Source: an optimization exercise on an open RTL-to-GDS flow (aim: small area, a short achievable clock period and few clock cycles per item). Production flows keep margins and buffers that such runs may drop. Function not checked in this run: the RTL went through the layout flow alone.

## design.v

```verilog
module edge_function (
    input  wire signed [21:0] s,       
    input  wire        [1:0]  op1sel,  
    input  wire signed [10:0] x,       
    input  wire               inv,     
    input  wire               cin,     
    output wire signed [21:0] sum
);
    wire [21:0] a = (op1sel == 2'd0) ? s : (op1sel == 2'd1) ? {s[20:0], 1'b0} : 22'd0;
    wire [21:0] xe = {{11{x[10]}}, x};
    wire [21:0] b = inv ? ~xe : xe;
    wire [22:0] t = {a, 1'b1} + {b, cin};
    assign sum = t[22:1];
endmodule
module rasterizer (
    input  wire        clk,
    input  wire        rst_n,
    input  wire [9:0]  v0_x,
    input  wire [9:0]  v0_y,
    input  wire [9:0]  v1_x,
    input  wire [9:0]  v1_y,
    input  wire [9:0]  v2_x,
    input  wire [9:0]  v2_y,
    input  wire [23:0] color,
    input  wire        start,
    output reg         busy,
    output reg         done,
    output reg  [18:0] fb_addr,
    output reg  [23:0] fb_data,
    output reg         fb_write
);
localparam [3:0] P_IDLE  = 4'd0,
                 P_S1    = 4'd1,
                 P_HORN  = 4'd2,
                 P_BIAS  = 4'd3,
                 P_WALKL = 4'd4,
                 P_WALKU = 4'd5,
                 P_EVAL  = 4'd6,
                 P_SWEEP = 4'd7,
                 P_DOWN  = 4'd8,
                 P_SEEK  = 4'd9;
reg [3:0] phase;
reg signed [10:0] A0, A1, A2, B0, B1, Bn2;
reg signed [21:0] S0, S1, S2;
reg [9:0] x, y, X1, Y1;
reg [3:0] k;
reg       first;
reg [2:0] tsel;      
reg       o;         
reg       d;         
reg       out;       
reg       nomove;    
always @(posedge clk) begin
    fb_data <= color;
    A0  <= {1'b0, v0_y} - {1'b0, v1_y};
    A1  <= {1'b0, v1_y} - {1'b0, v2_y};
    A2  <= {1'b0, v2_y} - {1'b0, v0_y};
    B0  <= {1'b0, v1_x} - {1'b0, v0_x};
    B1  <= {1'b0, v2_x} - {1'b0, v1_x};
    Bn2 <= {1'b0, v2_x} - {1'b0, v0_x};
end
wire zA0 = (A0 == 11'd0);
wire zA1 = (A1 == 11'd0);
wire zA2 = (A2 == 11'd0);
wire lt01 = A0[10] | (zA0 & ~B0[10]);      
wire lt12 = A1[10] | (zA1 & ~B1[10]);      
wire lt20 = A2[10] | (zA2 & Bn2[10]);      
wire t0 = lt01 & ~lt20;
wire t1 = lt12 & ~lt01;
wire t2 = lt20 & ~lt12;
wire mx01 = ~B0[10];                        
wire [9:0] maxx = mx01 ? (B1[10] ? v1_x : v2_x) : (Bn2[10] ? v0_x : v2_x);
wire my01 = A0[10];                         
wire [9:0] maxy = my01 ? (A1[10] ? v2_y : v1_y) : (A2[10] ? v0_y : v2_y);
wire [9:0] maxx_c = (maxx[9] & (maxx[8] | maxx[7])) ? 10'd639 : maxx;
wire [9:0] maxy_c = (maxy[9] | (maxy[8] & maxy[7] & maxy[6] & maxy[5])) ? 10'd479 : maxy;
wire [9:0] xt = ({10{t0}} & v0_x) | ({10{t1}} & v1_x) | ({10{t2}} & v2_x);
wire [9:0] yt = ({10{t0}} & v0_y) | ({10{t1}} & v1_y) | ({10{t2}} & v2_y);
wire [9:0] hb = (B0[9:0] ^ {10{B0[10]}}) | (Bn2[9:0] ^ {10{Bn2[10]}});
reg  [3:0] k0;
always @(*) begin
    k0 = 4'd0;
    if (hb[0]) k0 = 4'd1;
    if (hb[1]) k0 = 4'd2;
    if (hb[2]) k0 = 4'd3;
    if (hb[3]) k0 = 4'd4;
    if (hb[4]) k0 = 4'd5;
    if (hb[5]) k0 = 4'd6;
    if (hb[6]) k0 = 4'd7;
    if (hb[7]) k0 = 4'd8;
    if (hb[8]) k0 = 4'd9;
    if (hb[9]) k0 = 4'd10;
end
wire hb1 = B0[k];
wire hb2 = Bn2[k];
wire [10:0] hm = (hb1 & ~hb2) ? A2 : (~hb1 & hb2) ? A0 : (hb1 & hb2) ? A1 : 11'd0;
wire hneg = (hb1 & hb2) ^ first;
wire op_horn  = (phase == P_HORN);
wire op_bias  = (phase == P_BIAS);
wire op_down  = (phase == P_DOWN);
wire op_up    = (phase == P_WALKU);
wire op_hold  = (phase == P_EVAL);
wire op_left  = (phase == P_WALKL) | (((phase == P_SWEEP) | (phase == P_SEEK)) & ~d);
wire op_right = ((phase == P_SWEEP) | (phase == P_SEEK)) & d;
wire op_a     = op_left | op_right;
wire op_b     = op_down | op_up;
wire [1:0] op1sel = op_horn ? (first ? 2'd2 : 2'd1) : 2'd0;
wire bias_o = S0[21] | S1[21] | S2[21];
wire signed [21:0] T0, T1, T2;
edge_function ef0 (
    .s(S0), .op1sel(op1sel),
    .x(op_a ? A0 : op_b ? B0 : (op_horn & t2) ? hm : 11'd0),
    .inv(op_left | op_up | (op_horn & t2 & hneg) | (op_bias & bias_o)),
    .cin(op_left | op_up | (op_horn & t2 & hneg)),
    .sum(T0));
edge_function ef1 (
    .s(S1), .op1sel(op1sel),
    .x(op_a ? A1 : op_b ? B1 : (op_horn & t0) ? hm : 11'd0),
    .inv(op_left | op_up | (op_horn & t0 & hneg) | (op_bias & bias_o)),
    .cin(op_left | op_up | (op_horn & t0 & hneg)),
    .sum(T1));
edge_function ef2 (
    .s(S2), .op1sel(op1sel),
    .x(op_a ? A2 : op_b ? Bn2 : (op_horn & t1) ? hm : 11'd0),
    .inv(op_left | op_down | (op_horn & t1 & hneg) | (op_bias & bias_o)),
    .cin(op_left | op_down | (op_horn & t1 & hneg)),
    .sum(T2));
wire v0 = T0[21] ^ o;
wire v1 = T1[21] ^ o;
wire v2 = T2[21] ^ o;
wire insT = ~(v0 | v1 | v2);
wire wr0 = A0[10] == o, wr1 = A1[10] == o, wr2 = A2[10] == o;    
wire rT = (v0 & ~zA0 & wr0) | (v1 & ~zA1 & wr1) | (v2 & ~zA2 & wr2);
wire lT = (v0 & ~zA0 & ~wr0) | (v1 & ~zA1 & ~wr1) | (v2 & ~zA2 & ~wr2);
wire zT = (v0 & zA0) | (v1 & zA1) | (v2 & zA2);
wire insS = ((S0[21] ^ o) | (S1[21] ^ o) | (S2[21] ^ o)) == 1'b0;
wire atX1 = (x == X1);
wire atY1 = (y == Y1);
reg en;            
reg [3:0] phase_n;
reg d_n, out_n, fin;
always @(*) begin
    en = 1'b0;
    phase_n = phase;
    d_n = d;
    out_n = out;
    fin = 1'b0;
    case (phase)
        P_IDLE:  if (start) phase_n = P_S1;
        P_S1:    phase_n = P_HORN;
        P_HORN:  begin en = 1'b1; if (k == 4'd0) phase_n = P_BIAS; end
        P_BIAS:  begin
            en = 1'b1; d_n = 1'b1; out_n = 1'b0;
            if (x[9] & (x[8] | x[7])) phase_n = P_WALKL;
            else if (y[9] | (y[8] & y[7] & y[6] & y[5])) phase_n = P_WALKU;
            else phase_n = P_SWEEP;
        end
        P_WALKL: begin
            en = 1'b1;
            if (x == 10'd640) phase_n = (y[9] | (y[8] & y[7] & y[6] & y[5])) ? P_WALKU : P_EVAL;
        end
        P_WALKU: begin
            en = 1'b1;
            if (y == 10'd480) phase_n = P_EVAL;
        end
        P_SWEEP: begin
            if (insT & ~nomove & ~(d & atX1)) en = 1'b1;
            else if (out) begin d_n = ~d; out_n = 1'b0; end
            else if (atY1) fin = 1'b1;
            else phase_n = P_DOWN;
        end
        P_DOWN: begin
            if (atY1) fin = 1'b1;
            else begin
                en = 1'b1;
                if (insT) begin phase_n = P_SWEEP; out_n = 1'b1; end
                else if ((rT & lT) | zT) phase_n = P_DOWN;
                else begin phase_n = P_SEEK; d_n = rT; end
            end
        end
        P_EVAL: begin
            if (insT) phase_n = P_SWEEP;
            else if ((rT & lT) | zT | nomove) phase_n = P_DOWN;
            else begin phase_n = P_SEEK; d_n = rT; end
        end
        P_SEEK: begin
            if (nomove | (d & atX1)) phase_n = P_DOWN;
            else begin
                en = 1'b1;
                if (insT) begin phase_n = P_SWEEP; out_n = 1'b0; end
                else if (zT | (d ? lT : rT)) phase_n = P_DOWN;
            end
        end
        default: phase_n = P_IDLE;
    endcase
    if (fin) phase_n = P_IDLE;
end
wire trav = (phase == P_SWEEP) | (phase == P_DOWN) | (phase == P_SEEK) | (phase == P_EVAL);
always @(posedge clk or negedge rst_n) begin
    if (!rst_n) begin
        phase    <= P_IDLE;
        busy     <= 1'b0;
        done     <= 1'b0;
        fb_write <= 1'b0;
    end else begin
        phase    <= phase_n;
        done     <= fin;
        busy     <= (phase == P_IDLE) ? start : ~fin;
        fb_write <= trav & insS;
    end
end
always @(posedge clk) begin
    fb_addr <= {y, 9'd0} + {2'd0, y, 7'd0} + {9'd0, x};
    d   <= d_n;
    out <= out_n;
    if (en) begin
        S0 <= T0;
        S1 <= T1;
        S2 <= T2;
    end
    case (phase)
        P_S1: begin
            tsel  <= {t2, t1, t0};
            k     <= k0;
            first <= 1'b1;
            x     <= xt;
            y     <= yt;
            X1    <= maxx_c;
            Y1    <= maxy_c;
            nomove <= 1'b0;
        end
        P_HORN: begin
            k <= k - 4'd1;
            first <= 1'b0;
        end
        P_BIAS: begin
            o <= bias_o;
        end
        P_WALKL: x <= x - 10'd1;
        P_WALKU: begin y <= y - 10'd1; nomove <= 1'b1; end
        P_DOWN: if (!atY1) y <= y + 10'd1;
        P_SWEEP, P_SEEK: if (en) x <= d ? x + 10'd1 : x - 10'd1;
        default: ;
    endcase
end
endmodule
```

## run.sh

```bash
#!/bin/bash
# synth_recipe.tcl (not shown) runs the flow's synth.tcl, then flattens the netlist and writes it again
# the make line also repeats each setting of config.mk as NAME=value (left out here)
make -C /OpenROAD-flow-scripts/flow DESIGN_CONFIG=/design/flow/config.mk WORK_HOME=/design/flow/orfs CLKGATE_MAP_FILE= SYNTH_SCRIPT=/design/flow/synth_recipe.tcl finish
```

## config.mk

```make
export PLATFORM = sky130hd
export DESIGN_NAME = rasterizer
export DESIGN_NICKNAME = rasterizer
export VERILOG_FILES = /design/flow/design.v
export SDC_FILE = /design/flow/constraint.sdc
export NUM_CORES = 8
export LEC_CHECK = 0
export CAP_MARGIN = 20
export CORE_MARGIN = 2
export CORE_UTILIZATION = 40
export SLEW_MARGIN = 20
```

## constraint.sdc

```tcl
create_clock -name core_clock -period 16.0 [get_ports {clk}]
set_input_delay 3.2000 -clock core_clock [delete_from_list [all_inputs] [get_ports {clk}]]
set_output_delay 3.2000 -clock core_clock [all_outputs]
set_load 0.01 [all_outputs]
```

==> qor.csv <==
metric,value,unit
outcome,timing/DRC/antenna clean,
sequential area share after synthesis,0.3316,
largest net degree at the start of global routing,75,
global routing met2 resource utilization,0.3783,
drt pass-1 iters,8,
core area,43170,um2
GRT Total Usage,0.2268,
main flop type after synthesis,edfxtp_1,
synth warn,1,
Initial Util,0.4058,
First DRT Iteration DRCs,1319,
Mapped Cells,1935,
unrepaired setup endpoints after global routing,false,
initial antenna violation count,0,
diode count,0,
num rows,76,
Final Setup Violations,0,
post-CTS setup buffer count,0,
Area Overhead vs Synth,16.29,%
worst-path cell chain,mux2i_1 -> mux4_2 -> o21a_1 -> and3_1 -> nand2_1 -> o21ai_0 -> a222oi_1 -> xor2_1 -> fa_1 -> a21o_1 -> a21oi_1 -> o21ai_0 -> a31o_2 -> a21oi_1 -> o21ai_0 -> a221oi_1 -> xor3_2 -> nor4_1 -> a21oi_1 -> buf_4 -> o31ai_4 -> buf_4,
fraction of registers with async set/reset,0.03030,
worst skew pair latency,600,ps
"most common cell after layout, fill and taps aside",nand2_1,
FMAX,127.0,MHz
Critical Path AT,8060,ps
Post-synth EDFFs,115,
final clock skew,41.14,ps
Final nets,2281,
crit path max fanout,66,
critical path required time,16190,ps
Global Route met3 Usage,0.03648,
routed length per instance,19.61,um
Final min period,7872,ps
Avg Synthesized Cell Area,9.055,um2
CTS tree,done,
#FFs+latches synth,231,
Via Count,14820,
Placed Instances,2582,
post-synthesis cell type count,94,
R2R Setup Slk,8130,ps
final WL,51680,um
Least-Margin Pin Slew,1045,ps
Hold Path Class,register to register,
Max-Cap Viols,0,
first-pass GRT wire length,80780,um
gp weighted congestion,0.9202,
Max H-tree Level,1,
dpl cell area,19380,um2
"Slowest-stage cell, CP",edfxtp_1,
Port Buf Inserts,132,
period utilisation layout,0.4920,
met1 usage,0.2976,
Num CTS Buffers,28,
Synthesized Nets,2188,
hold depth,0,
final std cells w/o fill,2635,
die height,213.3,um
GR peak layer,met2,
die area,45490,um2
mapped cell area,17520,um2
Bufs on Longest Clock Path,3,
DRC,0,
share of post-route cells with drive strength above 1,0.05415,
setup_tns,0,ps
CP Capture Type,register,
slew margin rel.,0.3031,
critical path startpoint category,register,
post-CTS sizing,0,
fin. max-slew vios,0,
via/cell ratio,5.625,
number of global-route vias before repair,14550,
num ports,133,
GR Overflow Total,0,
clock sinks,231,
final hold violations,0,
Reg2Reg Depth,22,
fin area,20370,um2
post-route ant nets,0,
critical path class,register to register,
HPWL after DPL,38750,um
CTS clock-pin slew for the worst setup and hold paths,70,ps
Worst path max stage delay,780,ps
hold_buf cts,0,
clk root buf,clkbuf_16,
die width,213.3,um
most frequent cells in the layout,"nand2_1, ha_1, clkdlybuf4s50_1",
per-stage QoR:
step | hold slack (ps) | util | setup WS, ps
after detailed placement | 581.7 | 0.4489 | 8021
final | 575.7 | 0.4719 | 8128
after global placement | 565.3 | 0.4489 | 8249
after floorplan | 346.2 | - | 5008
after CTS | 582.5 | 0.4713 | 7989
after global routing | 610.2 | 0.4719 | 7556
critical path: cells and delay by family (launching register included):
kind                     cells  cell delay (ps)
adder cells (fa/ha/maj)      1              490
flip-flops                   1              780
multiplexers                 2              710
buffers and inverters        2              910
AND/OR/NAND/NOR              3              800
XOR/XNOR                     2              700
AO/OA/AOI/OAI               12             2970
cells by family after synthesis:
kind of cell             Yosys count  synth area share
other                              1         0.0002140
XOR/XNOR                         196           0.09976
AO/OA/AOI/OAI                    512            0.2028
AND/OR/NAND/NOR                  586            0.1690
multiplexers                      47           0.02956
flip-flops                       231            0.3316
adder cells (fa/ha/maj)          166            0.1237
buffers and inverters            196           0.04328
cells in the mapped netlist, types with 68 or more instances:
library cell / instances / area (um2)
inv_1: 109 / 409.1
xnor2_1: 103 / 902.1
ha_1: 154 / 1927
nand2_1: 233 / 874.6
o21ai_0: 104 / 520.5
nor2_1: 91 / 341.6
clkbuf_1: 68 / 255.2
a21o_1: 80 / 600.6
a21oi_1: 112 / 560.5
edfxtp_1: 115 / 3453
xor2_1: 91 / 797.0
dfxtp_1: 109 / 2182
final timing paths:
| check | from | end |
|---|---|---|
| min in group asynchronous | rst_n | fb_write$_DFF_PN0_ |
| setup / recovery | k[0]$_DFFE_PP_ | S2[2]$_DFFE_PP_ |
| max in group asynchronous | rst_n | phase[3]$_DFFE_PN0P_ |
| hold / removal | x[4]$_DFFE_PP_ | fb_addr[4]$_DFF_P_ |
| hold reg to reg | x[4]$_DFFE_PP_ | fb_addr[4]$_DFF_P_ |
| setup reg to reg | k[0]$_DFFE_PP_ | S2[2]$_DFFE_PP_ |
routing by layer:
metal | share of wire | up-vias
li1 | - | 7254
met1 | 0.44 | 7013
met2 | 0.47 | 465
met3 | 0.061 | 90
met4 | 0.033 | 0
met5 | 0 | -
final cells by class:
type | count | area, um2
tap | 585 | 732.0
timing repair buffer | 149 | 1456
sequential | 231 | 5811
inverter | 110 | 412.9
fill | 4212 | 22800
clock inverter | 18 | 148.9
multi-input combinational | 1508 | 11000
clock buffer | 34 | 818.3
sequential cells by signal, indices dropped and copies added (netlist names), 11 cells and up:
signal   flops
S0          22
S1          22
B0          11
fb_data     24
A0          11
B1          11
Bn2         11
A1          11
fb_addr     19
S2          22
A2          11

==> port drivers added, routing unchanged <==
How much do the figures lean on ideal ports? The routed layout below was timed once more, with nothing changed but the port constraints.
Step 1: set_driving_cell puts a clkbuf_16 on clk and a buf_2 on each other input, an assumption about the parent block.
Step 2 times the ports against the registers' clock, not the clock port: input delays grow and output delays shrink by t, the midpoint of the rising clock arrivals with the driver on.
Slacks: ideal / step 1 / step 2; pairs: ideal / step 1.
shift t [ns]: 0.633
setup WS [ns]: 8.128 / 8.128 / 8.128
hold slack, ns: 0.576 / 0.576 / 0.576
slew at the worst register clock pin (ns): 0.07 / 0.07
After both steps this run still meets setup and hold. The setup slack of this run moves by 0.000 ns with the drivers and by 0.000 ns with both steps.
